This is an optimization exercise on Yosys and OpenROAD, whose aim is small area, a short achievable clock period and few clock cycles, not a production implementation. At most, simulation tests tie the RTL to the original design; equivalence was not proved. The RTL of run 1 was laid out without a check of its function. Power figures rest on the tool's default switching activity, not on a simulated workload.

--- design/flow/config.mk ---
export PLATFORM = sky130hd
export DESIGN_NAME = CHIP
export DESIGN_NICKNAME = CHIP
export VERILOG_FILES = /design/flow/design.v
export SDC_FILE = /design/flow/constraint.sdc
export NUM_CORES = 8
export LEC_CHECK = 0
export CAP_MARGIN = 20
export CORE_MARGIN = 2
export CORE_UTILIZATION = 40
export SETUP_SLACK_MARGIN = 0.5
export SLEW_MARGIN = 20
--- design/flow/constraint.sdc ---
create_clock -name core_clock -period 11.0 [get_ports {i_clk}]
set_input_delay 2.2000 -clock core_clock [delete_from_list [all_inputs] [get_ports {i_clk}]]
set_output_delay 2.2000 -clock core_clock [all_outputs]
set_load 0.01 [all_outputs]
--- design/flow/design.v ---
module CHIP #(
    parameter BIT_W = 32
)(
    input               i_clk,
    input               i_rst_n,
    input  [BIT_W-1:0]  i_IMEM_data,
    output [BIT_W-1:0]  o_IMEM_addr,
    output              o_IMEM_cen,
    input               i_DMEM_stall,
    input  [BIT_W-1:0]  i_DMEM_rdata,
    output              o_DMEM_cen,
    output              o_DMEM_wen,
    output [BIT_W-1:0]  o_DMEM_addr,
    output [BIT_W-1:0]  o_DMEM_wdata
);
    localparam [6:0] OP_R     = 7'b0110011;
    localparam [6:0] OP_I     = 7'b0010011;
    localparam [6:0] OP_AUIPC = 7'b0010111;
    localparam [6:0] OP_JAL   = 7'b1101111;
    localparam [6:0] OP_JALR  = 7'b1100111;
    localparam [6:0] OP_LW    = 7'b0000011;
    localparam [6:0] OP_SW    = 7'b0100011;
    localparam [6:0] OP_BR    = 7'b1100011;
    localparam [6:0] OP_ECALL = 7'b1110011;
    localparam [31:0] PC_RESET = 32'h00010000;
    localparam [31:0] SP_RESET = 32'hbffffff0;
    localparam [31:0] GP_RESET = 32'h10008000;
    reg  [31:0] pc_f;
    reg  [31:0] ir;
    reg  [31:0] pc_d;
    reg         v_d;
    reg         v_e;
    reg  [31:0] x_e, y_e, b_e, t_e;
    reg  [4:0]  rd_e;
    reg         e_wr;        
    reg         e_ld, e_st, e_mul, e_br, e_jalr;
    reg         e_sub;
    reg  [2:0]  e_sel;       
    reg  [2:0]  e_f3;        
    reg         p_cen, p_wen, p_ld;
    reg  [31:0] p_addr, p_wdata;
    reg  [4:0]  p_rd;
    reg         w_v, w_wen, w_ld;
    reg  [31:0] w_addr, w_wdata;
    reg  [4:0]  w_rd;
    reg         r_v;
    reg  [4:0]  r_rd;
    reg  [31:0] r_data;
    reg         m_busy, m_done;
    reg  [4:0]  m_rd;
    reg  [31:0] m_a, m_b, m_acc;
    reg  [31:0] rf [1:31];
    reg  [31:1] rf_v;
    wire [6:0] op_d  = ir[6:0];
    wire [4:0] rd_d  = ir[11:7];
    wire [4:0] rs1_d = ir[19:15];
    wire [4:0] rs2_d = ir[24:20];
    wire [2:0] f3_d  = ir[14:12];
    wire d_r     = (op_d == OP_R);
    wire d_i     = (op_d == OP_I);
    wire d_auipc = (op_d == OP_AUIPC);
    wire d_jal   = (op_d == OP_JAL);
    wire d_jalr  = (op_d == OP_JALR);
    wire d_ld    = (op_d == OP_LW);
    wire d_st    = (op_d == OP_SW);
    wire d_br    = (op_d == OP_BR);
    wire d_ecall = (op_d == OP_ECALL);
    wire d_mul   = d_r & ir[25];
    wire d_use1  = d_r | d_i | d_jalr | d_ld | d_st | d_br;
    wire d_use2  = d_r | d_st | d_br;
    wire d_wrany = (d_r | d_i | d_auipc | d_jal | d_jalr | d_ld) & (rd_d != 5'd0);
    wire [31:0] imm_i = {{20{ir[31]}}, ir[31:20]};
    wire [31:0] imm_s = {{20{ir[31]}}, ir[31:25], ir[11:7]};
    wire [31:0] imm_u = {ir[31:12], 12'b0};
    wire [31:0] imm_b = {{19{ir[31]}}, ir[31], ir[7], ir[30:25], ir[11:8], 1'b0};
    wire [31:0] imm_j = {{11{ir[31]}}, ir[31], ir[19:12], ir[20], ir[30:21], 1'b0};
    function [31:0] rf_init;
        input [4:0] r;
        begin
            case (r)
                5'd2:    rf_init = SP_RESET;
                5'd3:    rf_init = GP_RESET;
                default: rf_init = 32'd0;
            endcase
        end
    endfunction
    wire [31:0] rf_rd1 = (rs1_d == 5'd0) ? 32'd0 : (rf_v[rs1_d] ? rf[rs1_d] : rf_init(rs1_d));
    wire [31:0] rf_rd2 = (rs2_d == 5'd0) ? 32'd0 : (rf_v[rs2_d] ? rf[rs2_d] : rf_init(rs2_d));
    wire [31:0] ex_res;
    wire        ex_wr_now;           
    wire [31:0] rs1_val = (ex_wr_now && rd_e == rs1_d) ? ex_res : rf_rd1;
    wire [31:0] rs2_val = (ex_wr_now && rd_e == rs2_d) ? ex_res : rf_rd2;
    wire pe_e = v_e & (e_ld | e_mul) & (rd_e != 5'd0);
    wire pe_p = p_cen & p_ld;
    wire pe_w = w_v & w_ld;
    wire pe_m = m_busy | m_done;
    function busy_reg;
        input [4:0] r;
        begin
            busy_reg = (r != 5'd0) &&
                       ((pe_e && rd_e == r) || (pe_p && p_rd == r) || (pe_w && w_rd == r) ||
                        (r_v && r_rd == r) || (pe_m && m_rd == r));
        end
    endfunction
    wire hazard_d = v_d & ((d_use1 & busy_reg(rs1_d)) | (d_use2 & busy_reg(rs2_d)) |
                           (d_wrany & busy_reg(rd_d)) | d_ecall);
    wire [31:0] y_in = e_sub ? ~y_e : y_e;
    wire [32:0] sum33 = {1'b0, x_e} + {1'b0, y_in} + {32'd0, e_sub};
    wire [31:0] sum = sum33[31:0];
    wire        lt = (x_e[31] ^ y_e[31]) ? x_e[31] : sum[31];
    wire        eq = (x_e == y_e);
    wire [31:0] shl = x_e << y_e[4:0];
    wire [31:0] sra = $signed(x_e) >>> y_e[4:0];
    reg  [31:0] res;
    always @(*) begin
        case (e_sel)
            3'd0:    res = sum;
            3'd1:    res = x_e & y_e;
            3'd2:    res = x_e ^ y_e;
            3'd3:    res = {31'd0, lt};
            3'd4:    res = shl;
            3'd5:    res = sra;
            default: res = b_e;             
        endcase
    end
    assign ex_res = res;
    reg taken;
    always @(*) begin
        case (e_f3)
            3'b000:  taken = eq;
            3'b001:  taken = ~eq;
            3'b100:  taken = lt;
            3'b101:  taken = ~lt;
            default: taken = 1'b0;
        endcase
    end
    wire wp_r = r_v;
    wire wp_m = m_done & ~r_v;
    wire port_taken = r_v | m_done;
    wire stall_e = v_e & (((e_ld | e_st) & w_v) |
                          (e_mul & (m_busy | m_done)) |
                          (e_wr & port_taken));
    wire go_e = v_e & ~stall_e;
    assign ex_wr_now = go_e & e_wr;
    wire redirect_e = go_e & ((e_br & taken) | e_jalr);
    wire [31:0] target_e = e_jalr ? {sum[31:1], 1'b0} : t_e;
    wire stall_d = stall_e | hazard_d;
    wire go_d = v_d & ~stall_d;
    wire redirect_d = go_d & d_jal;
    wire [31:0] target_d = pc_d + (d_jal ? imm_j : imm_b);
    always @(posedge i_clk or negedge i_rst_n) begin
        if (!i_rst_n) begin
            pc_f <= PC_RESET;
            v_d  <= 1'b0;
        end else begin
            if (redirect_e) begin
                pc_f <= target_e;
                v_d  <= 1'b0;
            end else if (!stall_d) begin
                pc_f <= redirect_d ? target_d : pc_f + 32'd4;
                v_d  <= ~redirect_d;
            end
        end
    end
    always @(posedge i_clk) begin
        if (!redirect_e && !stall_d) begin
            ir   <= i_IMEM_data;
            pc_d <= pc_f;
        end
    end
    assign o_IMEM_addr = pc_f;
    assign o_IMEM_cen  = 1'b1;
    always @(posedge i_clk or negedge i_rst_n) begin
        if (!i_rst_n) begin
            v_e <= 1'b0;
        end else begin
            if (redirect_e) v_e <= 1'b0;
            else if (!stall_e) v_e <= v_d & ~hazard_d;
        end
    end
    always @(posedge i_clk) begin
        if (!stall_e) begin
            x_e    <= d_auipc ? pc_d : rs1_val;
            y_e    <= d_auipc ? imm_u :
                      d_st    ? imm_s :
                      (d_r | d_br) ? rs2_val : imm_i;
            b_e    <= (d_jal | d_jalr) ? pc_f : rs2_val;    
            t_e    <= target_d;
            rd_e   <= rd_d;
            e_wr   <= ((d_r & ~d_mul) | d_i | d_auipc | d_jal | d_jalr) & (rd_d != 5'd0);
            e_ld   <= d_ld;
            e_st   <= d_st;
            e_mul  <= d_mul;
            e_br   <= d_br;
            e_jalr <= d_jalr;
            e_sub  <= (d_r & ir[30]) | d_br | (d_i & f3_d == 3'b010);
            e_f3   <= f3_d;
            if (d_jal | d_jalr)                  e_sel <= 3'd6;
            else if (d_r & f3_d == 3'b111)       e_sel <= 3'd1;
            else if (d_r & f3_d == 3'b100)       e_sel <= 3'd2;
            else if (d_i & f3_d == 3'b010)       e_sel <= 3'd3;
            else if (d_i & f3_d == 3'b001)       e_sel <= 3'd4;
            else if (d_i & f3_d == 3'b101)       e_sel <= 3'd5;
            else                                 e_sel <= 3'd0;
        end
    end
    wire        wb_en   = wp_r | wp_m | ex_wr_now;
    wire [4:0]  wb_rd   = wp_r ? r_rd : wp_m ? m_rd : rd_e;
    wire [31:0] wb_data = wp_r ? r_data : wp_m ? m_acc : ex_res;
    integer k;
    always @(posedge i_clk) begin
        for (k = 1; k < 32; k = k + 1)
            if (wb_en && wb_rd == k) rf[k] <= wb_data;
    end
    always @(posedge i_clk or negedge i_rst_n) begin
        if (!i_rst_n) rf_v <= 31'd0;
        else if (wb_en && wb_rd != 5'd0) rf_v[wb_rd] <= 1'b1;
    end
    wire enq = go_e & (e_ld | e_st);
    wire port_free = ~p_cen | ~i_DMEM_stall;      
    wire q_ld = e_ld & (rd_e != 5'd0);
    always @(posedge i_clk or negedge i_rst_n) begin
        if (!i_rst_n) begin
            p_cen <= 1'b0;
            w_v   <= 1'b0;
            r_v   <= 1'b0;
        end else begin
            r_v <= p_cen & ~i_DMEM_stall & p_ld;
            if (port_free) begin
                p_cen <= w_v | enq;
                w_v   <= 1'b0;
            end else if (enq) begin
                w_v   <= 1'b1;
            end
        end
    end
    always @(posedge i_clk) begin
        if (port_free) begin
            p_wen   <= w_v ? w_wen   : e_st;
            p_ld    <= w_v ? w_ld    : q_ld;
            p_addr  <= w_v ? w_addr  : sum;
            p_wdata <= w_v ? w_wdata : b_e;
            p_rd    <= w_v ? w_rd    : rd_e;
        end
        if (enq) begin
            w_wen   <= e_st;
            w_ld    <= q_ld;
            w_addr  <= sum;
            w_wdata <= b_e;
            w_rd    <= rd_e;
        end
        r_rd   <= p_rd;
        r_data <= i_DMEM_rdata;
    end
    assign o_DMEM_cen   = p_cen;
    assign o_DMEM_wen   = p_wen;
    assign o_DMEM_addr  = p_addr;
    assign o_DMEM_wdata = p_wdata;
    wire        m_start = go_e & e_mul;
    wire [31:0] m_pp0 = m_b[0] ? m_a : 32'd0;
    wire [31:0] m_pp1 = m_b[1] ? {m_a[30:0], 1'b0} : 32'd0;
    wire [31:0] m_nacc = m_acc + m_pp0 + m_pp1;
    wire [31:0] m_nb = {2'b00, m_b[31:2]};
    always @(posedge i_clk or negedge i_rst_n) begin
        if (!i_rst_n) begin
            m_busy <= 1'b0;
            m_done <= 1'b0;
        end else begin
            if (m_start) begin
                m_busy <= 1'b1;
            end else if (m_busy && m_nb == 32'd0) begin
                m_busy <= 1'b0;
                m_done <= 1'b1;
            end else if (wp_m) begin
                m_done <= 1'b0;
            end
        end
    end
    always @(posedge i_clk) begin
        if (m_start) begin
            m_a   <= x_e;
            m_b   <= y_e;
            m_acc <= 32'd0;
            m_rd  <= rd_e;
        end else if (m_busy) begin
            m_a   <= {m_a[29:0], 2'b00};
            m_b   <= m_nb;
            m_acc <= m_nacc;
        end
    end
endmodule
--- design/flow/run.sh ---
#!/bin/bash
# synth_recipe.tcl (not shown) runs the flow's synth.tcl, then flattens the netlist and writes it again
# the make line also repeats each setting of config.mk as NAME=value (left out here)
make -C /OpenROAD-flow-scripts/flow DESIGN_CONFIG=/design/flow/config.mk WORK_HOME=/design/flow/orfs CLKGATE_MAP_FILE= SYNTH_SCRIPT=/design/flow/synth_recipe.tcl finish
==> results.py, run 1 <==
metrics = {
    "outcome": {
        "status": "timing/DRC/antenna clean",
    },
    "worst_setup_path": {
        "slowest_stage": "nand4b_1",
        "worstPathArrival_ps": 6440,
        "crit_buf_inv": 2,
        "crit_path_end_kind": "register",
        "startpoint_type": "register",
        "critPathMaxStageDelay_ps": 970,
        "criticalPathCategory": "reg2reg",
        "worstPathRequired_ps": 11770,
        "cp_cell_sequence": "buf_4 > xor2_1 > ha_1 > a21oi_1 > o21ai_0 > a22oi_1 > a211oi_1 > or4_4 > a31o_1 > a211oi_4 > buf_4 > nand4b_1 > nand2_1",
        "crit_fanout": 63,
        "crit_family": "simple AND/OR/NAND/NOR gates",
        "cp_common_cell": "buf_4",
    },
    "global_routing": {
        "grtUsageTotal": 0.3723,
        "grt_pass1_vias": 62383,
        "gr-total-overflow": 0,
        "antenna_found_initial": 36,
        "grt_max_degree": 82,
        "grt_pass1_wl_mm": 512.5,
    },
    "cts": {
        "clockBufferDepth": 3,
        "cts_tree": "yes",
        "cts_hold_buffers": 0,
        "cts_sinks": 1552,
        "path_clk_slew_ps": 60,
        "post_cts_buffers": 0,
        "cts.htree.levels": 4,
        "cts_root_buffer": "clkbuf_16",
        "clk_latency_ps": 900,
        "cts.repair.resized": 0,
        "numCtsBuffers": 172,
    },
    "timing": {
        "slew_violations": 0,
        "finalHoldViolCount": 0,
        "finalSetupTns_ps": 0,
        "worst_pin_slew_ps": 1300,
        "finalCritPeriodShare": 0.5157,
        "rsz0062_at_grt": "no",
        "setup_ws_ps": 5328,
        "min_period_ps": 5672,
        "fin_worst_skew_ps": 104.8,
        "fmax_ghz": 0.1763,
        "relSlewSlack": 0.1315,
        "setup_viol": 0,
    },
    "detailed_routing": {
        "vias": 67323,
        "drt_wl_total_mm": 381.2,
        "via_per_inst": 7.465,
        "wire_per_inst_um": 42.27,
        "drc_errors": 0,
        "drt-pass1-iter-count": 11,
        "ant_nets": 0,
        "drt_iter0_markers": 13776,
    },
    "floorplanning": {
        "design.core.area_um2": 194400,
        "dieArea_um2": 198500,
        "io_pins": 166,
        "floorplan.rows": 162,
        "die_y_um": 445.5,
        "initial_core_util": 0.4011,
        "die_w_um": 445.5,
    },
    "synthesis": {
        "yosysMostFrequentCell": "edfxtp_1",
        "netlist_instances": 6168,
        "synth_ff_type": "edfxtp_1",
        "synth_top_family_by_area": "compound AO/OA/AOI/OAI gates",
        "ys_top_cells_by_area": "edfxtp_1 54%, a221oi_1 4.5%, a22o_1 4.2%",
        "synth_common_cells": "1413 x edfxtp_1, 488 x nand2_1, 397 x a221oi_1, 370 x a22o_1, 370 x clkbuf_1",
        "yosysUniqueCellTypes": 95,
        "syn_avg_cell_area_um2": 12.64,
        "synth_xor_xnor_area_share": 0.02123,
        "synth_compound_area_frac": 0.1947,
        "seq_area_frac_synth": 0.5844,
        "yosysTopAreaCell": "edfxtp_1",
        "synth_mux_area_frac": 0.04994,
        "synth-edff-count": 1413,
        "synthesis.area_um2": 77970,
        "ys_warn_count": 34,
        "synth_adder_area_share": 0.03158,
        "async_reset_ff_frac": 0.04510,
        "yosys_register_bits": 1552,
        "synth_top_area_frac": 0.5442,
        "synthSimpleGateAreaFrac": 0.09179,
        "synth_nets": 6412,
    },
    "power": {
        "p_total_mw": 17.08,
        "p_leak_nw": 30.93,
        "peakVddDrop_v": 0.0001965,
        "powerDensity_nw_per_um2": 190.3,
    },
    "finish": {
        "syn_to_final_growth_pct": 15.11,
        "fin_nets": 6542,
        "final_cell_area_um2": 89750,
        "regMostFlops": "rf",
        "drive_gt1_frac": 0.1381,
        "post-route-util": 0.4617,
        "n_fill_cell": 17155,
        "largest_register_ffs": 992,
    },
    "placed_design": {
        "portBuffers": 164,
        "dp_hpwl_mm": 231.3,
        "gp_congestion": 1.089,
        "dpl-instance-area_um2": 83810,
        "dp_slack_ps": 5560,
    },
    "hold_path": {
        "min_path_type": "reg2reg",
    },
    "job": {
        "drv_cap": 0,
    },
}
## cell type report
class / count / area [um^2] / share of cell area
Multi-Input combinational cell: 4086 / 31390 / 0.3498
Clock buffer: 214 / 4626 / 0.05154
Antenna cell: 32 / 80.08 / 0.0008922
Timing Repair Buffer: 409 / 3502 / 0.03902
Sequential cell: 1552 / 45570 / 0.5078
Tap cell: 2542 / 3181 / 0.03544
Clock inverter: 106 / 1101 / 0.01227
Inverter: 77 / 294.0 / 0.003276
## logic make-up (layout without fill, tap and decap cells)
group / count (synthesis) / count (layout)
compound gates: 1995 / 1995
simple gates: 1454 / 1454
buf+inv: 530 / 806
mux: 270 / 270
flops: 1552 / 1552
fa+ha+maj: 177 / 177
xor+xnor: 189 / 189
other cells: 1 / 33
## through the flow
stage	hold slack [ps]	cells
CTS	483.5	8984
global route	512.1	8988
finish	484.6	9018
detailed placement	470.1	8664
floorplan	424.4	6168
global placement	459.7	8664
## path summary, 6_finish.rpt
check                         start       end  slack, ps  cells after the start
min reg2reg                rf_v[14]  rf_v[14]        480                      1
max in group asynchronous   i_rst_n       w_v       8470                      2
max                           e_sub       v_e       5330                     13
max reg2reg                   e_sub       v_e       5330                     13
min in group asynchronous   i_rst_n   rf_v[3]       1200                      1
min                        rf_v[14]  rf_v[14]        480                      1
## metal layers
layer / track usage / vias to the layer above / share of wire
met5: 0.006593 / - / 0.00084
li1: - / 25360 / -
met3: 0.1760 / 2147 / 0.17
met2: 0.5251 / 7049 / 0.41
met1: 0.4392 / 32745 / 0.33
met4: 0.2774 / 22 / 0.097
## where the power goes
part           internal (mW)  leakage (nW)  total, mW  switching [mW]
registers               7.08          14.8       7.76           0.683
logic                   1.24          13.3       3.39            2.14
clock network           3.35          2.77       5.93            2.58
## worst reg2reg max path: stages, from the launching register on
cell and delay [ps]:
edfxtp_1 340, buf_4 490, xor2_1 190, ha_1 390, a21oi_1 310, o21ai_0 200, a22oi_1 520, a211oi_1 220
or4_4 480, a31o_1 280, a211oi_4 210, buf_4 580, nand4b_1 1030, nand2_1 310
## cells in the final DEF, fill, tap and decap left out, types with 33 or more instances in the layout
cell	instances
edfxtp_1	1413
nand2_1	486
a221oi_1	397
a22o_1	370
nor2_1	268
buf_4	244
o21ai_0	227
a22oi_1	219
a21oi_1	198
clkbuf_16	175
nand4_1	167
clkdlybuf4s50_1	163
ha_1	144
xnor2_1	112
mux2_2	112
and2_1	86
mux4_2	84
xor2_1	77
nand3_1	77
mux2i_1	74
nor3_1	73
inv_1	72
a21o_1	71
dfxtp_1	69
dfrtp_1	66
a211oi_1	40
o21bai_1	40
nor2_4	37
and3_1	34
fa_1	33
==> run 2: changes to the inputs <==
--- a/design/flow/design.v
+++ b/design/flow/design.v
@@ -32,3 +32,3 @@
     reg         v_e;
-    reg  [31:0] x_e, y_e, b_e, t_e;
+    reg  [31:0] x_e, y_e, b_e;    
     reg  [4:0]  rd_e;
@@ -42,8 +42,2 @@
     reg  [4:0]  p_rd;
-    reg         w_v, w_wen, w_ld;
-    reg  [31:0] w_addr, w_wdata;
-    reg  [4:0]  w_rd;
-    reg         r_v;
-    reg  [4:0]  r_rd;
-    reg  [31:0] r_data;
     reg         m_busy, m_done;
@@ -94,3 +88,2 @@
     wire pe_p = p_cen & p_ld;
-    wire pe_w = w_v & w_ld;
     wire pe_m = m_busy | m_done;
@@ -100,4 +93,4 @@
             busy_reg = (r != 5'd0) &&
-                       ((pe_e && rd_e == r) || (pe_p && p_rd == r) || (pe_w && w_rd == r) ||
-                        (r_v && r_rd == r) || (pe_m && m_rd == r));
+                       ((pe_e && rd_e == r) || (pe_p && p_rd == r) ||
+                        (pe_m && m_rd == r));
         end
@@ -136,6 +129,7 @@
     end
-    wire wp_r = r_v;
-    wire wp_m = m_done & ~r_v;
-    wire port_taken = r_v | m_done;
-    wire stall_e = v_e & (((e_ld | e_st) & w_v) |
+    wire ld_done = p_cen & p_ld & ~i_DMEM_stall;
+    wire wp_r = ld_done;
+    wire wp_m = m_done & ~ld_done;
+    wire port_taken = ld_done | m_done;
+    wire stall_e = v_e & (((e_ld | e_st) & p_cen & i_DMEM_stall) |
                           (e_mul & (m_busy | m_done)) |
@@ -145,7 +139,11 @@
     wire redirect_e = go_e & ((e_br & taken) | e_jalr);
-    wire [31:0] target_e = e_jalr ? {sum[31:1], 1'b0} : t_e;
+    wire [31:0] target_e = e_jalr ? {sum[31:1], 1'b0} : b_e;
     wire stall_d = stall_e | hazard_d;
-    wire go_d = v_d & ~stall_d;
-    wire redirect_d = go_d & d_jal;
-    wire [31:0] target_d = pc_d + (d_jal ? imm_j : imm_b);
+    wire [31:0] link_d   = pc_d + 32'd4;
+    wire [31:0] target_b = pc_d + imm_b;      
+    wire [31:0] f_inst = i_IMEM_data;
+    wire        f_jal  = (f_inst[6:0] == OP_JAL);
+    wire [31:0] f_imm_j = {{11{f_inst[31]}}, f_inst[31], f_inst[19:12], f_inst[20], f_inst[30:21], 1'b0};
+    wire [31:0] target_j = pc_f + f_imm_j;
+    wire [31:0] pc_4 = pc_f + 32'd4;
     always @(posedge i_clk or negedge i_rst_n) begin
@@ -159,4 +157,4 @@
             end else if (!stall_d) begin
-                pc_f <= redirect_d ? target_d : pc_f + 32'd4;
-                v_d  <= ~redirect_d;
+                pc_f <= f_jal ? target_j : pc_4;
+                v_d  <= 1'b1;
             end
@@ -165,4 +163,4 @@
     always @(posedge i_clk) begin
-        if (!redirect_e && !stall_d) begin
-            ir   <= i_IMEM_data;
+        if (!stall_d) begin
+            ir   <= f_inst;
             pc_d <= pc_f;
@@ -186,4 +184,3 @@
                       (d_r | d_br) ? rs2_val : imm_i;
-            b_e    <= (d_jal | d_jalr) ? pc_f : rs2_val;    
-            t_e    <= target_d;
+            b_e    <= (d_jal | d_jalr) ? link_d : d_br ? target_b : rs2_val;
             rd_e   <= rd_d;
@@ -207,4 +204,4 @@
     wire        wb_en   = wp_r | wp_m | ex_wr_now;
-    wire [4:0]  wb_rd   = wp_r ? r_rd : wp_m ? m_rd : rd_e;
-    wire [31:0] wb_data = wp_r ? r_data : wp_m ? m_acc : ex_res;
+    wire [4:0]  wb_rd   = wp_r ? p_rd : wp_m ? m_rd : rd_e;
+    wire [31:0] wb_data = wp_r ? i_DMEM_rdata : wp_m ? m_acc : ex_res;
     integer k;
@@ -224,12 +221,4 @@
             p_cen <= 1'b0;
-            w_v   <= 1'b0;
-            r_v   <= 1'b0;
-        end else begin
-            r_v <= p_cen & ~i_DMEM_stall & p_ld;
-            if (port_free) begin
-                p_cen <= w_v | enq;
-                w_v   <= 1'b0;
-            end else if (enq) begin
-                w_v   <= 1'b1;
-            end
+        end else begin
+            if (port_free) p_cen <= enq;
         end
@@ -238,17 +227,8 @@
         if (port_free) begin
-            p_wen   <= w_v ? w_wen   : e_st;
-            p_ld    <= w_v ? w_ld    : q_ld;
-            p_addr  <= w_v ? w_addr  : sum;
-            p_wdata <= w_v ? w_wdata : b_e;
-            p_rd    <= w_v ? w_rd    : rd_e;
-        end
-        if (enq) begin
-            w_wen   <= e_st;
-            w_ld    <= q_ld;
-            w_addr  <= sum;
-            w_wdata <= b_e;
-            w_rd    <= rd_e;
-        end
-        r_rd   <= p_rd;
-        r_data <= i_DMEM_rdata;
+            p_wen   <= e_st;
+            p_ld    <= q_ld;
+            p_addr  <= sum;
+            p_wdata <= b_e;
+            p_rd    <= rd_e;
+        end
     end
==> design/flow/flow/run.sh (new file) <==
#!/bin/bash
set -euo pipefail
MARGIN=$(cat "$(dirname "$0")/margin.txt")
bash standard.sh SETUP_SLACK_MARGIN="$MARGIN" finish > flow_make.log 2>&1
==> design/flow/flow/margin.txt (new file) <==
6.5
==> design/flow/standard.sh (new file) <==
#!/bin/bash
# synth_recipe.tcl (not shown) runs the flow's synth.tcl, then flattens the netlist and writes it again
# the make line also repeats each setting of config.mk as NAME=value (left out here)
make -C /OpenROAD-flow-scripts/flow DESIGN_CONFIG=/design/flow/config.mk WORK_HOME=/design/flow/orfs CLKGATE_MAP_FILE= SYNTH_SCRIPT=/design/flow/synth_recipe.tcl "${@:-finish}"
--- a/design/flow/config.mk
+++ b/design/flow/config.mk
@@ -7,2 +7,3 @@
 export LEC_CHECK = 0
+export ABC_CLOCK_PERIOD_IN_PS = 3500
 export CAP_MARGIN = 20
removed: design/flow/run.sh
==> run 2 against run 1 <==
Non-clock buffer count increased by 87; count of clock-buffer cells in the layout down 37; synthesized area fell by 4.6%; setup slack gained 1000 ps; via count shrank 0.35%; sequential share of layout area fell by 3.2 points.
==> results.py, run 2 <==
metrics = {
    "timing": {
        "finalCritPeriodShare": 0.4220,
        "min_period_ps": 4642,
        "finalSetupTns_ps": 0,
        "fmax_ghz": 0.2154,
        "fin_hold_ws_ps": 483.6,
        "rsz0062_at_grt": "yes",
        "finalHoldViolCount": 0,
        "relSlewSlack": 0.1999,
        "slew_violations": 0,
        "setup_ws_ps": 6358,
        "fin_worst_skew_ps": 116.8,
        "worst_pin_slew_ps": 1185,
        "setup_viol": 0,
    },
    "global_routing": {
        "antenna_found_initial": 46,
        "grt_max_degree": 78,
        "grt_pass1_wl_mm": 512.8,
        "grtUsageTotal": 0.3887,
        "gr-total-overflow": 0,
        "grt_pass1_vias": 62259,
    },
    "synthesis": {
        "yosys_register_bits": 1410,
        "ys_warn_count": 34,
        "synth_mux_area_frac": 0.04283,
        "synth_adder_area_share": 0.03859,
        "synthesis.area_um2": 74370,
        "yosysMostFrequentCell": "edfxtp_1",
        "synth_compound_area_frac": 0.2040,
        "synth_ff_type": "edfxtp_1",
        "yosysUniqueCellTypes": 100,
        "synth_top_area_frac": 0.5289,
        "synth_common_cells": "1310 x edfxtp_1, 543 x nand2_1, 364 x nor2_1, 334 x a221oi_1, 310 x clkbuf_1",
        "synth_top_family_by_area": "compound AO/OA/AOI/OAI gates",
        "syn_avg_cell_area_um2": 12.02,
        "synthSimpleGateAreaFrac": 0.1028,
        "synth-edff-count": 1310,
        "ys_top_cells_by_area": "edfxtp_1 53%, a221oi_1 3.9%, a22o_1 3.6%",
        "async_reset_ff_frac": 0.04823,
        "synth_xor_xnor_area_share": 0.02424,
        "seq_area_frac_synth": 0.5605,
        "synth_nets": 6461,
        "yosysTopAreaCell": "edfxtp_1",
        "netlist_instances": 6185,
    },
    "detailed_routing": {
        "drt_iter0_markers": 13869,
        "wire_per_inst_um": 42.37,
        "drt-pass1-iter-count": 11,
        "via_per_inst": 7.403,
        "ant_nets": 0,
        "drt_wl_total_mm": 384.0,
        "vias": 67087,
        "drc_errors": 0,
    },
    "cts": {
        "cts_root_buffer": "clkbuf_16",
        "path_clk_slew_ps": 60,
        "clockBufferDepth": 3,
        "cts_tree": "yes",
        "cts_hold_buffers": 0,
        "clk_latency_ps": 870,
        "cts.htree.levels": 4,
        "numCtsBuffers": 153,
        "cts_sinks": 1410,
    },
    "placed_design": {
        "gp_congestion": 1.020,
        "portBuffers": 164,
        "dpl-instance-area_um2": 80390,
        "dp_slack_ps": 4293,
        "dp_hpwl_mm": 237.3,
    },
    "worst_setup_path": {
        "crit_family": "buffers and inverters",
        "crit_path_end_kind": "register",
        "criticalPathCategory": "reg2reg",
        "startpoint_type": "register",
        "crit_buf_inv": 3,
        "slowest_stage": "buf_4",
        "worstPathRequired_ps": 11650,
        "rrSetupSlack_ps": 6360,
        "critPathMaxStageDelay_ps": 740,
        "crit_fanout": 36,
        "cp_cell_sequence": "buf_4 > buf_8 > nand2_1 > nor2_4 > buf_4 > a221oi_1 > nand4_1 > nor3_1 > o21bai_1 > a21oi_1 > nand3_1 > o211ai_1",
        "worstPathArrival_ps": 5300,
        "cp_common_cell": "buf_4",
    },
    "finish": {
        "final_cell_area_um2": 87570,
        "drive_gt1_frac": 0.1566,
        "final_common_cell": "edfxtp_1",
        "regMostFlops": "rf",
        "largest_register_ffs": 992,
        "n_fill_cell": 16572,
        "syn_to_final_growth_pct": 17.75,
        "fin_nets": 6698,
        "final_cell_mix": "1310 x edfxtp_1, 533 x nand2_1, 333 x a221oi_1",
    },
    "job": {
        "drv_cap": 0,
    },
    "power": {
        "p_total_mw": 17.15,
        "peakVddDrop_v": 0.0001829,
        "p_leak_nw": 30.69,
        "powerDensity_nw_per_um2": 195.8,
    },
    "floorplanning": {
        "initial_core_util": 0.4019,
        "design.core.area_um2": 185000,
        "die_w_um": 435.2,
        "floorplan.rows": 158,
        "dieArea_um2": 189400,
        "die_y_um": 435.2,
        "io_pins": 166,
    },
    "outcome": {
        "status": "timing/DRC/antenna clean",
    },
    "hold_path": {
        "min_path_type": "reg2reg",
    },
}
run 2: cell types whose count changed after synthesis, sizes merged, moves of 54 or more:
cell,change
a21oi,+54
a221oi,-62
a22o,-64
clkbuf,-60
edfxtp,-103
mux2,-72
nand2,+55
nor2,+56
run 2: repair_timing:
action / 4_1_cts / 5_1_grt
endpoints found under the setup margin: 2211 / 1307
gates cloned: 6 / 4
buffers inserted: 38 / 30
resized for setup: 132 / 108
pin swaps: 32 / 33
run 2: power breakdown:
group / switching, mW / internal (mW) / total [mW]
logic: 2.85 / 1.68 / 4.53
clock network: 2.40 / 3.03 / 5.43
registers: 0.657 / 6.53 / 7.19
run 2: worst register-to-register path: cells and delay by family, from the launching register on:
family	cells	cell delay, ps
AOI/OAI and AO/OA	4	1170
buffers and inverters	3	1680
DFF	1	330
and+or+nand+nor	5	1290
run 2: path summary, 6_finish.rpt:
kind | startpoint | endpoint | cells past startpoint
min reg2reg | rf_v[30] | rf_v[30] | 1
min in group asynchronous | i_rst_n | p_cen | 1
max reg2reg | ir[19] | x_e[28] | 12
min | rf_v[30] | rf_v[30] | 1
max in group asynchronous | i_rst_n | pc_f[5] | 2
max | ir[19] | x_e[28] | 12
run 2: per-stage QoR:
step	cells	utilization
floorplan	6185	-
global placement	8664	0.4343
detailed placement	8665	0.4345
CTS	8994	0.4682
global route	9040	0.4730
finish	9062	0.4733
run 2: routing by layer:
layer | vias up | part of all wire | GRT usage
li1 | 25476 | - | -
met1 | 32383 | 0.33 | 0.4498
met2 | 6920 | 0.41 | 0.5494
met3 | 2266 | 0.16 | 0.1739
met4 | 42 | 0.11 | 0.3230
met5 | - | 0.0021 | 0.01336
run 2: layout make-up:
class / instances / area [um^2] / share of cell area
repair inverters: 2 / 10.01 / 0.0001143
multi-input cells: 4278 / 32750 / 0.3739
flip-flops and latches: 1410 / 41690 / 0.4760
inverters: 81 / 332.8 / 0.003801
clock inverters: 108 / 1271 / 0.01452
diodes: 30 / 75.07 / 0.0008573
clock buffers: 177 / 3949 / 0.04509
well taps: 2480 / 3103 / 0.03543
repair buffers: 496 / 4400 / 0.05025
run 2: logic make-up (layout without fill, tap and decap cells):
logic type / Yosys count / in the layout
buf+inv: 505 / 864
xor+xnor: 205 / 205
flops: 1410 / 1410
compound gates: 2040 / 2047
other cells: 1 / 31
simple gates: 1593 / 1594
mux: 222 / 222
fa+ha+maj: 209 / 209
Testbench counts of run 2, summed over its fixed seeds: cycles 76,688.
==> run 3: changes to the inputs <==
--- a/design/flow/design.v
+++ b/design/flow/design.v
@@ -238,3 +238,3 @@
     assign o_DMEM_wdata = p_wdata;
-    wire        m_start = go_e & e_mul;
+    wire        m_start = v_e & e_mul & ~m_busy & ~m_done;    
     wire [31:0] m_pp0 = m_b[0] ? m_a : 32'd0;
@@ -259,5 +259,5 @@
     always @(posedge i_clk) begin
+        m_a <= m_start ? x_e : {m_a[29:0], 2'b00};
+        m_b <= m_start ? y_e : m_nb;
         if (m_start) begin
-            m_a   <= x_e;
-            m_b   <= y_e;
             m_acc <= 32'd0;
@@ -265,4 +265,2 @@
         end else if (m_busy) begin
-            m_a   <= {m_a[29:0], 2'b00};
-            m_b   <= m_nb;
             m_acc <= m_nacc;
==> design/flow/flow/margin.txt (replaced) <==
7.0
==> run 3 against run 2 <==
Sequential share of layout area fell by 4.1 points; synthesized cell count grew 0.24%; wire length rose by 4.9%; global-route usage increased by 1.4 points; count of clock-buffer cells in the layout grew 5; largest power group unchanged; synthesized area down 0.46%; register-to-register slack gained 220 ps; sequential power fell by 4.9%; clock power shrank 6.6%; non-clock buffer count grew 320.
==> results.py, run 3 <==
metrics = {
    "finish": {
        "fin_nets": 7063,
        "drive_gt1_frac": 0.2462,
        "final_cell_mix": "1246 x edfxtp_1, 433 x nand2_1, 395 x buf_4",
        "regMostFlops": "rf",
        "post-route-util": 0.5149,
        "final_common_cell": "edfxtp_1",
        "syn_to_final_growth_pct": 27.62,
        "largest_register_ffs": 992,
    },
    "cts": {
        "numCtsBuffers": 149,
        "cts_sinks": 1410,
        "clockBufferDepth": 3,
        "clk_latency_ps": 850,
        "cts_hold_buffers": 0,
        "cts_root_buffer": "clkbuf_16",
        "path_clk_slew_ps": 60,
        "cts_tree": "yes",
        "cts.htree.levels": 4,
    },
    "power": {
        "p_leak_nw": 33.49,
        "powerDensity_nw_per_um2": 177.5,
        "peakVddDrop_v": 0.0001489,
    },
    "detailed_routing": {
        "drt-pass1-iter-count": 15,
        "via_per_inst": 7.511,
        "ant_nets": 0,
        "wire_per_inst_um": 42.81,
        "drc_errors": 0,
        "drt_wl_total_mm": 402.8,
        "drt_iter0_markers": 15655,
        "vias": 70670,
    },
    "global_routing": {
        "grtUsageTotal": 0.4024,
        "grt_pass1_vias": 63017,
        "antenna_found_initial": 25,
        "grt_pass1_wl_mm": 523.1,
        "grt_max_degree": 89,
        "gr-total-overflow": 0,
    },
    "worst_setup_path": {
        "crit_path_end_kind": "register",
        "reg2regPathDepth": 12,
        "crit_fanout": 6,
        "criticalPathCategory": "in2reg",
        "worstPathRequired_ps": 11720,
        "startpoint": "i_DMEM_stall",
        "rrSetupSlack_ps": 6580,
        "reg2reg_from": "ir[19]",
        "worstPathArrival_ps": 5230,
        "crit_end": "rf_v[1]",
        "r2r-end": "x_e[17]",
        "startpoint_type": "input pin",
    },
    "floorplanning": {
        "io_pins": 166,
        "die_w_um": 434.2,
        "design.core.area_um2": 183500,
        "initial_core_util": 0.4035,
        "dieArea_um2": 188500,
        "floorplan.rows": 157,
        "die_y_um": 434.2,
    },
    "synthesis": {
        "synth_nets": 6476,
        "async_reset_ff_frac": 0.04823,
        "yosys_register_bits": 1410,
        "synth_top_area_frac": 0.5054,
        "syn_avg_cell_area_um2": 11.94,
        "synthesis.area_um2": 74030,
        "ys_warn_count": 34,
        "seq_area_frac_synth": 0.5544,
        "yosysUniqueCellTypes": 101,
        "ys_top_cells_by_area": "edfxtp_1 51%, a22oi_1 3.2%, a221oi_1 3.2%",
        "yosysTopAreaCell": "edfxtp_1",
        "yosysMostFrequentCell": "edfxtp_1",
        "synth-edff-count": 1246,
        "synth_ff_type": "edfxtp_1",
        "netlist_instances": 6200,
        "synth_common_cells": "1246 x edfxtp_1, 474 x nand2_1, 446 x nor2_1, 319 x a22oi_1, 315 x clkbuf_1",
    },
    "job": {
        "drv_cap": 0,
    },
    "outcome": {
        "status": "timing/DRC/antenna clean",
    },
    "timing": {
        "relSlewSlack": 0.1363,
        "min_period_ps": 4513,
        "finalCritPeriodShare": 0.4103,
        "slew_violations": 0,
        "fmax_ghz": 0.2216,
        "setup_viol": 0,
        "worst_pin_slew_ps": 1291,
        "finalSetupTns_ps": 0,
        "fin_worst_skew_ps": 81.20,
        "finalHoldViolCount": 0,
        "rsz0062_at_grt": "yes",
    },
    "placed_design": {
        "gp_congestion": 1.018,
        "dp_hpwl_mm": 232.3,
        "portBuffers": 164,
    },
    "hold_path": {
        "min_path_type": "reg2reg",
    },
}
-- run 3: worst min-delay path by stage --
stage / to / from / depth (start not counted)
after floorplan: m_b[14] / m_b[16] / 2
after detailed placement: m_b[16] / m_b[18] / 2
final: m_b[15] / m_b[17] / 2
after CTS: m_b[18] / m_b[20] / 2
after global placement: m_b[19] / m_b[21] / 2
after global routing: m_b[26] / m_b[28] / 2
-- run 3: final cells by class --
cell class / count / area, um^2
tap: 2464 / 3083
multi-input combinational: 4340 / 35970
timing repair inverter: 1 / 5.005
antenna: 37 / 92.59
clock buffer: 182 / 3924
timing repair buffer: 816 / 9200
sequential: 1410 / 41090
clock inverter: 90 / 838.3
fill: 15760 / 89000
inverter: 69 / 271.5
-- run 3: cell families after synthesis --
kind of cell,Yosys count,synth area share
DFF,1410,0.5544
adders and majority gates,209,0.03877
other,1,0.00005066
buffers and inverters,485,0.02638
and+or+nand+nor,1621,0.1047
xor gates and xnor gates,215,0.02564
AOI/OAI and AO/OA,2001,0.2014
muxes,258,0.04864
-- run 3: per-layer routing --
metal	routed length [um]	global-route usage
met4	44020	0.3218
met2	159000	0.5595
met1	130100	0.4713
met5	973	0.02992
met3	68710	0.1879
-- run 3: metrics by stage --
step | cells | worst slack [ps] | hold WS, ps | total power [mW] | area [um^2]
final | 9409 | 6487 | 439.9 | 16.77 | 94480
after global routing | 9386 | 6410 | 457.6 | 17.02 | 94420
after CTS | 9182 | 6541 | 447.0 | 15.89 | 90100
after detailed placement | 8645 | 4143 | 434.6 | 10.22 | 79850
after global placement | 8644 | 4342 | 431.7 | 10.21 | 79820
after floorplan | 6200 | 5797 | 422.1 | 8.528 | 74510
-- run 3: repair_timing --
action                                  4_1_cts  5_1_grt
pin swaps                                   135      198
endpoints found under the setup margin     2375     2121
setup buffers                               217      153
cloned                                       48       37
resized for setup                           662      527
-- run 3: critical path: stages --
cell and delay [ps]:
buf_8 100, nand3b_1 210, buf_12 200, buf_4 140, o21ai_4 170, inv_1 150, nor2_4 200, nand2_1 140
ha_4 270, or4_4 550, nor3_4 210, o21bai_4 110, buf_4 170, nor3_2 140, nand4_1 120, o21bai_1 150
-- run 3: power breakdown --
group	total [mW]	internal, mW	leakage (nW)	switching (mW)
logic	4.86	1.94	17.8	2.92
clock network	5.07	2.72	2.31	2.35
registers	6.84	6.41	13.3	0.425
Testbench counts of run 3, summed over its fixed seeds: cycles 76,688.
==> run 4: changes to the inputs <==
--- a/design/flow/design.v
+++ b/design/flow/design.v
@@ -84,5 +84,5 @@
     wire        ex_wr_now;           
-    wire [31:0] rs1_val = (ex_wr_now && rd_e == rs1_d) ? ex_res : rf_rd1;
-    wire [31:0] rs2_val = (ex_wr_now && rd_e == rs2_d) ? ex_res : rf_rd2;
-    wire pe_e = v_e & (e_ld | e_mul) & (rd_e != 5'd0);
+    wire [31:0] rs1_val = rf_rd1;
+    wire [31:0] rs2_val = rf_rd2;
+    wire pe_e = v_e & (e_ld | e_mul | e_wr) & (rd_e != 5'd0);
     wire pe_p = p_cen & p_ld;
==> run 4 against run 3 <==
Now fails the layout checks on capacitance limit, slew limit; non-clock buffer count fell by 205; utilization fell by 1.5 points; critical path depth did not move; count of clock-buffer cells in the layout fell by 7; sequential cell count did not move; largest cell class unchanged; synthesized cell count fell by 0.74%; fmax rose by 6.2%; clock power rose by 11%; global-route usage fell by 1.1 points.
==> results.py, run 4 <==
metrics = {
    "outcome": {
        "status": "complete, but fails checks",
        "so.violations": "capacitance limit, slew limit",
    },
    "power": {
        "pwr-share-comb": 0.255,
        "powerDensity_nw_per_um2": 182.6,
        "p_sw_mw": 5.297,
        "pwr-share-seq": 0.406,
        "p_leak_nw": 32.15,
        "p_total_mw": 16.52,
        "peakVddDrop_v": 0.0001326,
        "p_clk_frac": 0.339,
        "internal_power_mw": 11.23,
        "switching_share": 0.3206,
    },
    "detailed_routing": {
        "wire_per_inst_um": 42.52,
        "via_per_inst": 7.447,
        "drc_errors": 0,
        "ant_nets": 0,
        "drt_wl_total_mm": 383.9,
        "vias": 67240,
        "drt-pass1-iter-count": 14,
        "drt_iter0_markers": 14389,
    },
    "floorplanning": {
        "floorplan.rows": 156,
        "dieArea_um2": 185900,
        "die_w_um": 431.2,
        "design.core.area_um2": 181100,
        "io_pins": 166,
        "initial_core_util": 0.4030,
        "die_y_um": 431.2,
    },
    "synthesis": {
        "synth_common_cells": "1246 x edfxtp_1, 525 x a22oi_1, 435 x nor2_1, 427 x nand2_1, 343 x clkbuf_1",
        "synthesis.area_um2": 72990,
        "ys_top_cells_by_area": "edfxtp_1 51%, a22oi_1 5.4%, ha_1 3.0%",
        "ys_warn_count": 34,
        "yosysMostFrequentCell": "edfxtp_1",
        "netlist_instances": 6154,
        "yosys_register_bits": 1410,
        "yosysTopAreaCell": "edfxtp_1",
        "yosysUniqueCellTypes": 95,
        "synth_top_area_frac": 0.5126,
        "syn_avg_cell_area_um2": 11.86,
        "seq_area_frac_synth": 0.5622,
        "async_reset_ff_frac": 0.04823,
        "synth_nets": 6430,
        "synth-edff-count": 1246,
        "synth_ff_type": "edfxtp_1",
    },
    "cts": {
        "clockBufferDepth": 3,
        "numCtsBuffers": 154,
        "cts_tree": "yes",
        "clk_latency_ps": 870,
        "cts_sinks": 1410,
        "cts.htree.levels": 4,
        "cts_root_buffer": "clkbuf_16",
        "path_clk_slew_ps": 70,
    },
    "worst_setup_path": {
        "crit_path_end_kind": "register",
        "cp_cell_sequence": "ha_2 > a211oi_4 > o211ai_1 > buf_4 > a21o_1 > o21ai_4 > buf_6 > nand2_4 > xor2_4 > a221oi_4 > nor3_4 > a21oi_4 > buf_12 > buf_12 > a21oi_4 > buf_12",
        "worstPathRequired_ps": 11600,
        "criticalPathCategory": "reg2reg",
        "cp_common_cell": "buf_12",
        "r2r-end": "rf[7][18]",
        "rrSetupSlack_ps": 6750,
        "critPathMaxStageDelay_ps": 950,
        "reg2reg_from": "x_e[2]",
        "reg2regPathDepth": 16,
        "crit_fanout": 11,
        "startpoint_type": "register",
        "startpoint": "x_e[2]",
        "slowest_stage": "edfxtp_1",
        "worstPathArrival_ps": 4850,
    },
    "placed_design": {
        "portBuffers": 164,
        "gp_congestion": 1.034,
        "dp_hpwl_mm": 220.5,
        "dp_cells": 8445,
        "dp_slack_ps": 4727,
    },
    "timing": {
        "finalCritPeriodShare": 0.3864,
        "finalSetupTns_ps": 0,
        "worst_pin_slew_ps": 1888,
        "fin_worst_skew_ps": 88.76,
        "min_period_ps": 4251,
        "relSlewSlack": -0.2586,
        "setup_ws_ps": 6749,
        "rsz0062_at_grt": "yes",
        "slew_violations": 3,
        "finalHoldViolCount": 0,
        "fin_hold_ws_ps": 442.7,
        "fmax_ghz": 0.2352,
        "setup_viol": 0,
    },
    "global_routing": {
        "antenna_found_initial": 21,
        "grt_max_degree": 89,
        "grt_pass1_wl_mm": 503.0,
        "gr-total-overflow": 0,
        "grt_pass1_vias": 60789,
        "grtUsageTotal": 0.3916,
    },
    "hold_path": {
        "hold_path_depth": 2,
        "hp-start": "m_b[21]",
        "min_to": "m_b[19]",
        "min_path_type": "reg2reg",
    },
    "finish": {
        "largest_register_ffs": 992,
        "regMostFlops": "rf",
        "final_common_cell": "edfxtp_1",
        "final_cells": 9029,
        "syn_to_final_growth_pct": 23.99,
        "fin_nets": 6782,
        "final_cell_mix": "1246 x edfxtp_1, 523 x a22oi_1, 407 x nand2_1",
        "drive_gt1_frac": 0.2092,
    },
    "job": {
        "drv_cap": 1,
    },
}
-- run 4: power groups by stage --
stage,combinational [mW],clock [mW],sequential (mW)
after CTS,3.59,5.59,6.69
after floorplan,1.64,0,6.71
final,4.21,5.61,6.70
after global placement,2.87,0,6.88
after detailed placement,2.91,0,6.88
after global routing,4.31,5.79,6.70
-- run 4: timing repair --
item,4_1_cts,5_1_grt
setup buffers,131,97
gates cloned,22,20
endpoints found under the hold margin,0,0
hold buffers,0,0
resized for setup,522,281
setup endpoints to repair,2356,1964
pin swaps,91,111
-- run 4: worst max-delay path by stage --
stage,end,slack [ps],cells past startpoint
2_1_floorplan,rf_v[20],6090,15
6_report,rf[7][18],6750,16
5_1_grt,rf_v[24],6740,14
3_3_place_gp,rf_v[11],4550,15
3_5_place_dp,rf_v[27],4730,15
4_1_cts,pc_f[26],6730,13
-- run 4: kinds of logic after synthesis --
logic type      after synthesis  synth area share
compound gates             1998            0.1968
buf+inv                     517           0.02779
xor+xnor                    210           0.02530
mux                         188           0.04047
simple gates               1621            0.1080
flops                      1410            0.5622
fa+ha+maj                   209           0.03932
other cells                   1        0.00005137
-- run 4: area by class of cell --
type / count / area (um^2)
Sequential cell: 1410 / 41090
Inverter: 73 / 302.8
Timing Repair Buffer: 611 / 6608
Tap cell: 2370 / 2965
Antenna cell: 23 / 57.56
Multi-Input combinational cell: 4256 / 34070
Clock inverter: 111 / 1428
Fill cell: 15623 / 90630
Clock buffer: 175 / 3984
-- run 4: layer usage --
layer | wire length [um] | vias to the layer above | track usage
li1 | - | 25392 | -
met1 | 127300 | 32538 | 0.4646
met2 | 152500 | 7174 | 0.5475
met3 | 65620 | 2116 | 0.1900
met4 | 37780 | 20 | 0.2863
met5 | 691 | - | 0.01015
-- run 4: worst max-delay path: cells and delay by family (launching register included) --
family,cells,cell delay [ps]
fa+ha+maj,1,480
xor+xnor,1,190
compound gates,7,1450
simple gates,2,140
flops,1,950
buf+inv,5,790
-- run 4: metrics by stage --
stage                     utilization  cell area, um^2
after floorplan                     -            73940
after global placement         0.4343            78670
after detailed placement       0.4345            78710
after CTS                      0.4849            87830
after global routing           0.4994            90460
final                          0.4997            90500
Testbench counts of run 4, summed over its fixed seeds: cycles 79,174.
==> run 5: changes to the inputs <==
--- a/design/flow/design.v
+++ b/design/flow/design.v
@@ -31,2 +31,3 @@
     reg         v_d;
+    reg  [31:0] oh1_d, oh2_d;    
     reg         v_e;
@@ -80,4 +81,15 @@
     endfunction
-    wire [31:0] rf_rd1 = (rs1_d == 5'd0) ? 32'd0 : (rf_v[rs1_d] ? rf[rs1_d] : rf_init(rs1_d));
-    wire [31:0] rf_rd2 = (rs2_d == 5'd0) ? 32'd0 : (rf_v[rs2_d] ? rf[rs2_d] : rf_init(rs2_d));
+    function [31:0] rf_sel;
+        input [31:0] oh;
+        integer j;
+        begin
+            rf_sel = 32'd0;
+            for (j = 1; j < 32; j = j + 1)
+                rf_sel = rf_sel | ({32{oh[j]}} & rf[j]);
+        end
+    endfunction
+    wire        rf_v1  = |(oh1_d & {rf_v, 1'b1});
+    wire        rf_v2  = |(oh2_d & {rf_v, 1'b1});
+    wire [31:0] rf_rd1 = rf_v1 ? rf_sel(oh1_d) : ({32{oh1_d[2]}} & SP_RESET) | ({32{oh1_d[3]}} & GP_RESET);
+    wire [31:0] rf_rd2 = rf_v2 ? rf_sel(oh2_d) : ({32{oh2_d[2]}} & SP_RESET) | ({32{oh2_d[3]}} & GP_RESET);
     wire [31:0] ex_res;
@@ -164,4 +176,6 @@
         if (!stall_d) begin
-            ir   <= f_inst;
-            pc_d <= pc_f;
+            ir    <= f_inst;
+            pc_d  <= pc_f;
+            oh1_d <= 32'd1 << f_inst[19:15];
+            oh2_d <= 32'd1 << f_inst[24:20];
         end
==> design/flow/flow/run.sh (replaced) <==
#!/bin/bash
set -uo pipefail
HERE=$(dirname "$0")
MARGIN=$(cat "$HERE/margin.txt")
RPT=orfs/reports/sky130hd/CHIP/base/6_finish.rpt

violations() {
  # prints the number of max slew / max cap violations in the finish report
  awk '/report_check_types/ {on=1} on && /VIOLATED/ {n++} /max_slew_check_slack/ {on=0} END {print n+0}' "$RPT"
}

bash standard.sh SETUP_SLACK_MARGIN="$MARGIN" finish > flow_make.log 2>&1
rc=$?
if [[ $rc -ne 0 || ! -f "$RPT" || $(violations) -ne 0 ]]; then
  mv orfs orfs_first
  rm -f out/final.def
  bash standard.sh SETUP_SLACK_MARGIN="$MARGIN" SKIP_GATE_CLONING=1 finish > flow_make_2.log 2>&1
  rc=$?

fi
exit $rc
==> run 5 against run 4 <==
Now clean on timing, DRC and antenna; die area up 1.4%; critical path depth rose by 2; first-iteration DRC count rose by 4.3%; non-clock buffer count up 46; total power grew 0.52%; utilization down 0.35 points.
==> results.py, run 5 <==
metrics = {
    "floorplanning": {
        "dieArea_um2": 188500,
        "design.core.area_um2": 183500,
        "floorplan.rows": 157,
        "io_pins": 166,
        "initial_core_util": 0.4033,
        "die_w_um": 434.1,
        "die_y_um": 434.1,
    },
    "detailed_routing": {
        "vias": 67486,
        "drt_wl_total_mm": 381.9,
        "drt-pass1-iter-count": 12,
        "via_per_inst": 7.379,
        "drc_errors": 0,
        "wire_per_inst_um": 41.75,
        "drt_iter0_markers": 15007,
        "ant_nets": 0,
    },
    "synthesis": {
        "netlist_instances": 6118,
        "synth_top_area_frac": 0.5316,
        "async_reset_ff_frac": 0.04613,
        "synth_common_cells": "1310 x edfxtp_1, 447 x nor2_1, 430 x nand2_1, 384 x a22oi_1, 339 x clkbuf_1",
        "yosys_register_bits": 1474,
        "yosysTopAreaCell": "edfxtp_1",
        "yosysMostFrequentCell": "edfxtp_1",
        "synthesis.area_um2": 74000,
        "seq_area_frac_synth": 0.5806,
        "syn_avg_cell_area_um2": 12.10,
        "synth-edff-count": 1310,
        "synth_ff_type": "edfxtp_1",
        "synth_nets": 6384,
        "ys_warn_count": 2,
        "ys_top_cells_by_area": "edfxtp_1 53%, a22oi_1 3.9%, a221oi_1 3.5%",
        "yosysUniqueCellTypes": 90,
    },
    "power": {
        "switching_share": 0.3162,
        "pwr-share-comb": 0.243,
        "internal_power_mw": 11.36,
        "pwr-share-seq": 0.422,
        "p_leak_nw": 32.32,
        "p_clk_frac": 0.335,
        "peakVddDrop_v": 0.0001314,
        "powerDensity_nw_per_um2": 182.5,
        "p_sw_mw": 5.251,
    },
    "worst_setup_path": {
        "criticalPathCategory": "reg2reg",
        "crit_fanout": 8,
        "slowest_stage": "edfxtp_1",
        "worstPathRequired_ps": 11660,
        "startpoint_type": "register",
        "cp_common_cell": "buf_12",
        "crit_family": "compound AO/OA/AOI/OAI gates",
        "worstPathArrival_ps": 4950,
        "crit_path_end_kind": "register",
        "critPathMaxStageDelay_ps": 420,
        "cp_cell_sequence": "buf_12 > buf_12 > mux2_4 > fa_2 > a211oi_4 > o21ai_2 > and3_4 > a21oi_4 > buf_6 > o21ai_4 > a31o_4 > nor4_4 > a21oi_2 > or3_4 > a31oi_4 > buf_6 > buf_12 > buf_16",
        "crit_buf_inv": 6,
    },
    "global_routing": {
        "grt_pass1_wl_mm": 501.7,
        "grt_pass1_vias": 61989,
        "grt_max_degree": 75,
        "gr-total-overflow": 0,
        "antenna_found_initial": 36,
        "grtUsageTotal": 0.3852,
    },
    "placed_design": {
        "dp_hpwl_mm": 226.5,
        "dp_cells": 8561,
        "portBuffers": 164,
        "gp_congestion": 1.052,
        "dpl-instance-area_um2": 80060,
    },
    "finish": {
        "fin_nets": 6792,
        "final_common_cell": "edfxtp_1",
        "final_cells": 9146,
        "drive_gt1_frac": 0.1824,
        "largest_register_ffs": 992,
        "final_cell_area_um2": 91020,
        "multiInputGateArea_um2": 31890,
        "regMostFlops": "rf",
        "regArea_um2": 43010,
        "syn_to_final_growth_pct": 23.00,
        "n_fill_cell": 15955,
        "final_cell_mix": "1310 x edfxtp_1, 415 x nand2_1, 393 x nor2_1",
    },
    "timing": {
        "setup_viol": 0,
        "fin_hold_ws_ps": 408.8,
        "fin_worst_skew_ps": 94.25,
        "slew_violations": 0,
        "min_period_ps": 4291,
        "finalSetupTns_ps": 0,
        "worst_pin_slew_ps": 1425,
        "finalHoldViolCount": 0,
        "relSlewSlack": 0.04302,
        "rsz0062_at_grt": "yes",
        "fmax_ghz": 0.2330,
        "finalCritPeriodShare": 0.3901,
    },
    "job": {
        "drv_cap": 0,
    },
    "cts": {
        "path_clk_slew_ps": 60,
        "clockBufferDepth": 3,
        "cts_tree": "yes",
        "cts_root_buffer": "clkbuf_16",
        "numCtsBuffers": 154,
        "cts_hold_buffers": 0,
        "cts_sinks": 1474,
        "cts.htree.levels": 4,
        "clk_latency_ps": 860,
    },
    "outcome": {
        "status": "timing/DRC/antenna clean",
    },
    "hold_path": {
        "min_path_type": "reg2reg",
    },
}
[run 5: stage by stage]
stage	setup WS, ps	util	power, mW
4_1_cts	6849	0.4845	15.97
3_3_place_gp	3907	0.4362	10.06
3_5_place_dp	3903	0.4363	10.08
6_report	6709	0.4961	16.61
2_1_floorplan	6065	-	8.666
5_1_grt	6641	0.4959	16.91
[run 5: cells by family after synthesis]
group	count (synthesis)	synth area share
adders and majority gates	199	0.03710
and+or+nand+nor	1595	0.1018
DFF	1474	0.5806
muxes	202	0.03637
buffers and inverters	479	0.02482
other	1	0.00005068
AOI/OAI and AO/OA	1964	0.1951
xor gates and xnor gates	204	0.02414
[run 5: worst register-to-register path: stages (launching register included)]
cell and delay (ps):
edfxtp_1 420, buf_12 170, buf_12 140, mux2_4 290, fa_2 410, a211oi_4 260, o21ai_2 110, and3_4 230
a21oi_4 240, buf_6 140, o21ai_4 60, a31o_4 240, nor4_4 320, a21oi_2 90, or3_4 420, a31oi_4 200
buf_6 130, buf_12 100, buf_16 160
[run 5: cell type report]
class / count / area share
Sequential cell: 1474 / 0.4725
Timing Repair Buffer: 657 / 0.08061
Inverter: 74 / 0.003313
Antenna cell: 25 / 0.0006873
Tap cell: 2464 / 0.03387
Clock buffer: 187 / 0.04473
Clock inverter: 100 / 0.01388
Multi-Input combinational cell: 4165 / 0.3504
[run 5: worst paths after layout]
path / from / endpoint / slack [ps] / cells after the start
setup / recovery: e_sub / rf[21][28] / 6710 / 18
hold / removal: m_b[23] / m_b[21] / 410 / 2
setup reg to reg: e_sub / rf[21][28] / 6710 / 18
hold reg to reg: m_b[23] / m_b[21] / 410 / 2
max in group asynchronous: i_rst_n / pc_f[5] / 8530 / 2
min in group asynchronous: i_rst_n / pc_f[21] / 1190 / 1
[run 5: power by group through the flow]
| stage | combinational, mW | sequential (mW) | clock, mW |
|---|---|---|---|
| final | 4.04 | 7.01 | 5.57 |
| after global routing | 4.14 | 6.99 | 5.78 |
| after CTS | 3.44 | 6.98 | 5.56 |
| after detailed placement | 2.90 | 7.18 | 0 |
| after global placement | 2.88 | 7.18 | 0 |
| after floorplan | 1.71 | 6.95 | 0 |
[run 5: routing by layer]
layer  vias up  wire length [um]  track usage
met4        38             37030       0.2794
met5         -               697     0.008587
met3      2274             66850       0.1712
met1     32509            125100       0.4650
met2      7248            152200       0.5415
li1      25417                 -            -
[run 5: what timing repair did]
item                                    4_1_cts  5_1_grt
buffers inserted                            187       86
pin swaps                                    96       79
gates resized for setup                     417      183
endpoints found under the setup margin     2337     1435
Testbench counts of run 5, summed over its fixed seeds: cycles 79,174.
==> run 6: changes to the inputs <==
--- a/design/flow/design.v
+++ b/design/flow/design.v
@@ -96,5 +96,5 @@
     wire        ex_wr_now;           
-    wire [31:0] rs1_val = rf_rd1;
-    wire [31:0] rs2_val = rf_rd2;
-    wire pe_e = v_e & (e_ld | e_mul | e_wr) & (rd_e != 5'd0);
+    wire [31:0] rs1_val = (ex_wr_now && rd_e == rs1_d) ? ex_res : rf_rd1;
+    wire [31:0] rs2_val = (ex_wr_now && rd_e == rs2_d) ? ex_res : rf_rd2;
+    wire pe_e = v_e & (e_ld | e_mul) & (rd_e != 5'd0);
     wire pe_p = p_cen & p_ld;
==> run 6 against run 5 <==
Total power shrank 1.9%; critical path depth is the same; largest power group unchanged; combinational power shrank 8.4%; still clean on timing, DRC and antenna; sequential power shrank 0.9%; largest cell class unchanged; setup slack lost 47 ps.
==> results.py, run 6 <==
metrics = {
    "detailed_routing": {
        "ant_nets": 0,
        "via_per_inst": 7.430,
        "drt_wl_total_mm": 396.2,
        "drt_iter0_markers": 15394,
        "drt-pass1-iter-count": 14,
        "wire_per_inst_um": 42.75,
        "vias": 68858,
        "drc_errors": 0,
    },
    "power": {
        "peakVddDrop_v": 0.0001479,
        "p_leak_nw": 32.86,
        "p_total_mw": 16.29,
        "powerDensity_nw_per_um2": 177.4,
    },
    "worst_setup_path": {
        "worstPathRequired_ps": 11720,
        "r2r-end": "rf[6][23]",
        "crit_path_end_kind": "register",
        "slowest_stage": "edfxtp_1",
        "crit_family": "compound AO/OA/AOI/OAI gates",
        "cp_cell_sequence": "buf_12 > buf_4 > xor2_2 > ha_4 > and4_1 > a211o_1 > a211oi_4 > nand4bb_1 > buf_4 > buf_4 > a21oi_4 > xnor2_4 > a21oi_4 > nor3_4 > a21oi_2 > o21ai_4 > buf_12 > bufbuf_16",
        "critPathMaxStageDelay_ps": 430,
        "rrSetupSlack_ps": 6660,
        "crit_buf_inv": 6,
        "cp_common_cell": "buf_4",
        "startpoint_type": "register",
        "crit_fanout": 15,
        "worstPathArrival_ps": 5060,
        "reg2regPathDepth": 18,
        "criticalPathCategory": "reg2reg",
        "reg2reg_from": "e_sub",
    },
    "finish": {
        "regMostFlops": "rf",
        "n_fill_cell": 16093,
        "largest_register_ffs": 992,
        "final_cell_mix": "1310 x edfxtp_1, 403 x nand2_1, 383 x nor2_1",
        "final_common_cell": "edfxtp_1",
        "final_cell_area_um2": 91840,
        "drive_gt1_frac": 0.1942,
        "syn_to_final_growth_pct": 22.72,
        "fin_nets": 6893,
    },
    "timing": {
        "finalSetupTns_ps": 0,
        "rsz0062_at_grt": "yes",
        "min_period_ps": 4339,
        "relSlewSlack": 0.1288,
        "worst_pin_slew_ps": 1297,
        "fmax_ghz": 0.2305,
        "setup_viol": 0,
        "finalHoldViolCount": 0,
        "finalCritPeriodShare": 0.3944,
        "setup_ws_ps": 6661,
        "slew_violations": 0,
        "fin_worst_skew_ps": 94.02,
        "fin_hold_ws_ps": 435.4,
    },
    "placed_design": {
        "portBuffers": 164,
        "dpl-instance-area_um2": 80580,
        "gp_congestion": 1.038,
        "dp_slack_ps": 3972,
        "dp_hpwl_mm": 234.1,
    },
    "synthesis": {
        "ys_warn_count": 2,
        "synthesis.area_um2": 74840,
        "synth-edff-count": 1310,
        "yosysTopAreaCell": "edfxtp_1",
        "synth_top_area_frac": 0.5257,
        "yosysMostFrequentCell": "edfxtp_1",
        "yosysUniqueCellTypes": 90,
        "yosys_register_bits": 1474,
        "synth_ff_type": "edfxtp_1",
        "synth_nets": 6457,
        "seq_area_frac_synth": 0.5741,
        "netlist_instances": 6191,
        "syn_avg_cell_area_um2": 12.09,
        "async_reset_ff_frac": 0.04613,
        "ys_top_cells_by_area": "edfxtp_1 53%, a22oi_1 3.8%, a221oi_1 3.4%",
        "synth_common_cells": "1310 x edfxtp_1, 423 x nor2_1, 420 x nand2_1, 375 x a22oi_1, 354 x clkbuf_1",
    },
    "cts": {
        "clockBufferDepth": 3,
        "cts_tree": "yes",
        "path_clk_slew_ps": 60,
        "cts_sinks": 1474,
        "clk_latency_ps": 870,
        "numCtsBuffers": 158,
        "cts.htree.levels": 4,
        "cts_root_buffer": "clkbuf_16",
        "cts_hold_buffers": 0,
    },
    "hold_path": {
        "min_path_type": "reg2reg",
        "hold_path_depth": 2,
        "hp-start": "m_b[3]",
        "min_to": "m_b[1]",
    },
    "outcome": {
        "status": "timing/DRC/antenna clean",
    },
    "global_routing": {
        "antenna_found_initial": 34,
        "grt_pass1_wl_mm": 525.1,
        "grt_max_degree": 83,
        "grtUsageTotal": 0.3973,
        "grt_pass1_vias": 63253,
        "gr-total-overflow": 0,
    },
    "floorplanning": {
        "design.core.area_um2": 185600,
        "dieArea_um2": 190600,
        "io_pins": 166,
        "floorplan.rows": 158,
        "die_w_um": 436.5,
        "die_y_um": 436.5,
        "initial_core_util": 0.4031,
    },
    "job": {
        "drv_cap": 0,
    },
}
[run 6: through the flow]
| stage | std cells | util |
|---|---|---|
| 2_1_floorplan | 6191 | - |
| 3_3_place_gp | 8680 | 0.4339 |
| 3_5_place_dp | 8680 | 0.4341 |
| 4_1_cts | 9133 | 0.4837 |
| 5_1_grt | 9244 | 0.4944 |
| 6_report | 9268 | 0.4947 |
[run 6: per-layer routing]
metal  vias to the layer above  wire (um)  track usage
li1                      25930          -            -
met1                     33216     129000       0.4706
met2                      7326     159200       0.5618
met3                      2348      65570       0.1757
met4                        38      41650       0.3069
met5                         -        774     0.008317
[run 6: logic make-up after synthesis]
| group | share of synthesized area |
|---|---|
| buf+inv | 0.02484 |
| simple gates | 0.1030 |
| fa+ha+maj | 0.03668 |
| mux | 0.03553 |
| other cells | 0.00005011 |
| flops | 0.5741 |
| compound gates | 0.2012 |
| xor+xnor | 0.02469 |
[run 6: area by class of cell]
type / instances / area (um^2) / share of cell area
repair buffers: 670 / 7052 / 0.07678
repair inverters: 1 / 16.27 / 0.0001771
diodes: 32 / 80.08 / 0.0008719
well taps: 2480 / 3103 / 0.03379
clock inverters: 102 / 1289 / 0.01403
multi-input cells: 4251 / 32860 / 0.3578
flip-flops and latches: 1474 / 43010 / 0.4683
inverters: 71 / 300.3 / 0.003270
clock buffers: 187 / 4125 / 0.04492
[run 6: worst max-delay path by stage]
stage                            start    endpoint  slack, ps  cells past startpoint
after floorplan           i_DMEM_stall     pc_f[1]       6210                      8
after global placement    i_DMEM_stall    pc_f[22]       3980                     11
after detailed placement  i_DMEM_stall    pc_f[22]       3970                     11
after CTS                        e_sub  rf[31][31]       6770                     16
after global routing            y_e[0]   rf[4][20]       6610                     16
final                            e_sub   rf[6][23]       6660                     18
[run 6: what timing repair did]
action,in CTS,in global routing
resized for setup,535,220
pin swaps,80,90
gates cloned,33,16
setup endpoints to repair,2390,1935
setup buffers,131,85
[run 6: power by group]
group / total [mW] / leakage [nW] / internal [mW] / switching (mW)
Sequential: 6.95 / 14.2 / 6.56 / 0.398
Clock: 5.64 / 2.62 / 3.19 / 2.44
Combinational: 3.70 / 16.1 / 1.43 / 2.27
[run 6: worst reg2reg max path: cells and delay by family (launching register included)]
kind                     cells  cell delay, ps
buffers and inverters        6            1110
flip-flops                   1             430
AO/OA/AOI/OAI                6            1400
adder cells (fa/ha/maj)      1             250
AND/OR/NAND/NOR              3             660
XOR/XNOR                     2             400
Testbench counts of run 6, summed over its fixed seeds: cycles 76,688.

-- separate check: timing with driven ports --
In the flow no input, the clock included, has a driving cell. The finished layouts below were timed again as built, in two steps.
Step 1 assumes that a clkbuf_16 drives the clock port and a buf_2 every other input.
Step 2 adds t to the input delays and takes it off the output delays; t is the mean of the earliest and latest rising clock arrival at the registers after step 1. Input paths then give back, and output paths get back, about the clock's delay inside the block.
Three values: ideal ports, drivers, drivers and shift; two values: the first two.
| run | t (ns) | slack for setup (ns) | worst setup path at the end | clock arrival spread, ns | worst data-port slew with drivers (ns) |
|---|---|---|---|---|---|
| run 1 | 0.935 | 5.328 / 5.328 / 5.328 | register to register | 0.109 / 0.109 | 0.05 |
| run 2 | 0.905 | 6.358 / 6.358 / 5.521 | input to register | 0.120 / 0.120 | 0.32 |
| run 3 | 0.904 | 6.487 / 6.422 / 5.518 | input to register | 0.082 / 0.082 | 0.19 |
| run 4 | 0.907 | 6.749 / 6.749 / 5.899 | input to register | 0.091 / 0.091 | 0.18 |
| run 5 | 0.894 | 6.709 / 6.709 / 5.913 | input to register | 0.096 / 0.096 | 0.11 |
| run 6 | 0.899 | 6.661 / 6.661 / 5.804 | input to register | 0.094 / 0.095 | 0.31 |
The setup slack of run 3, which loses most, moves by -0.065 ns with the drivers and by -0.969 ns with both steps.
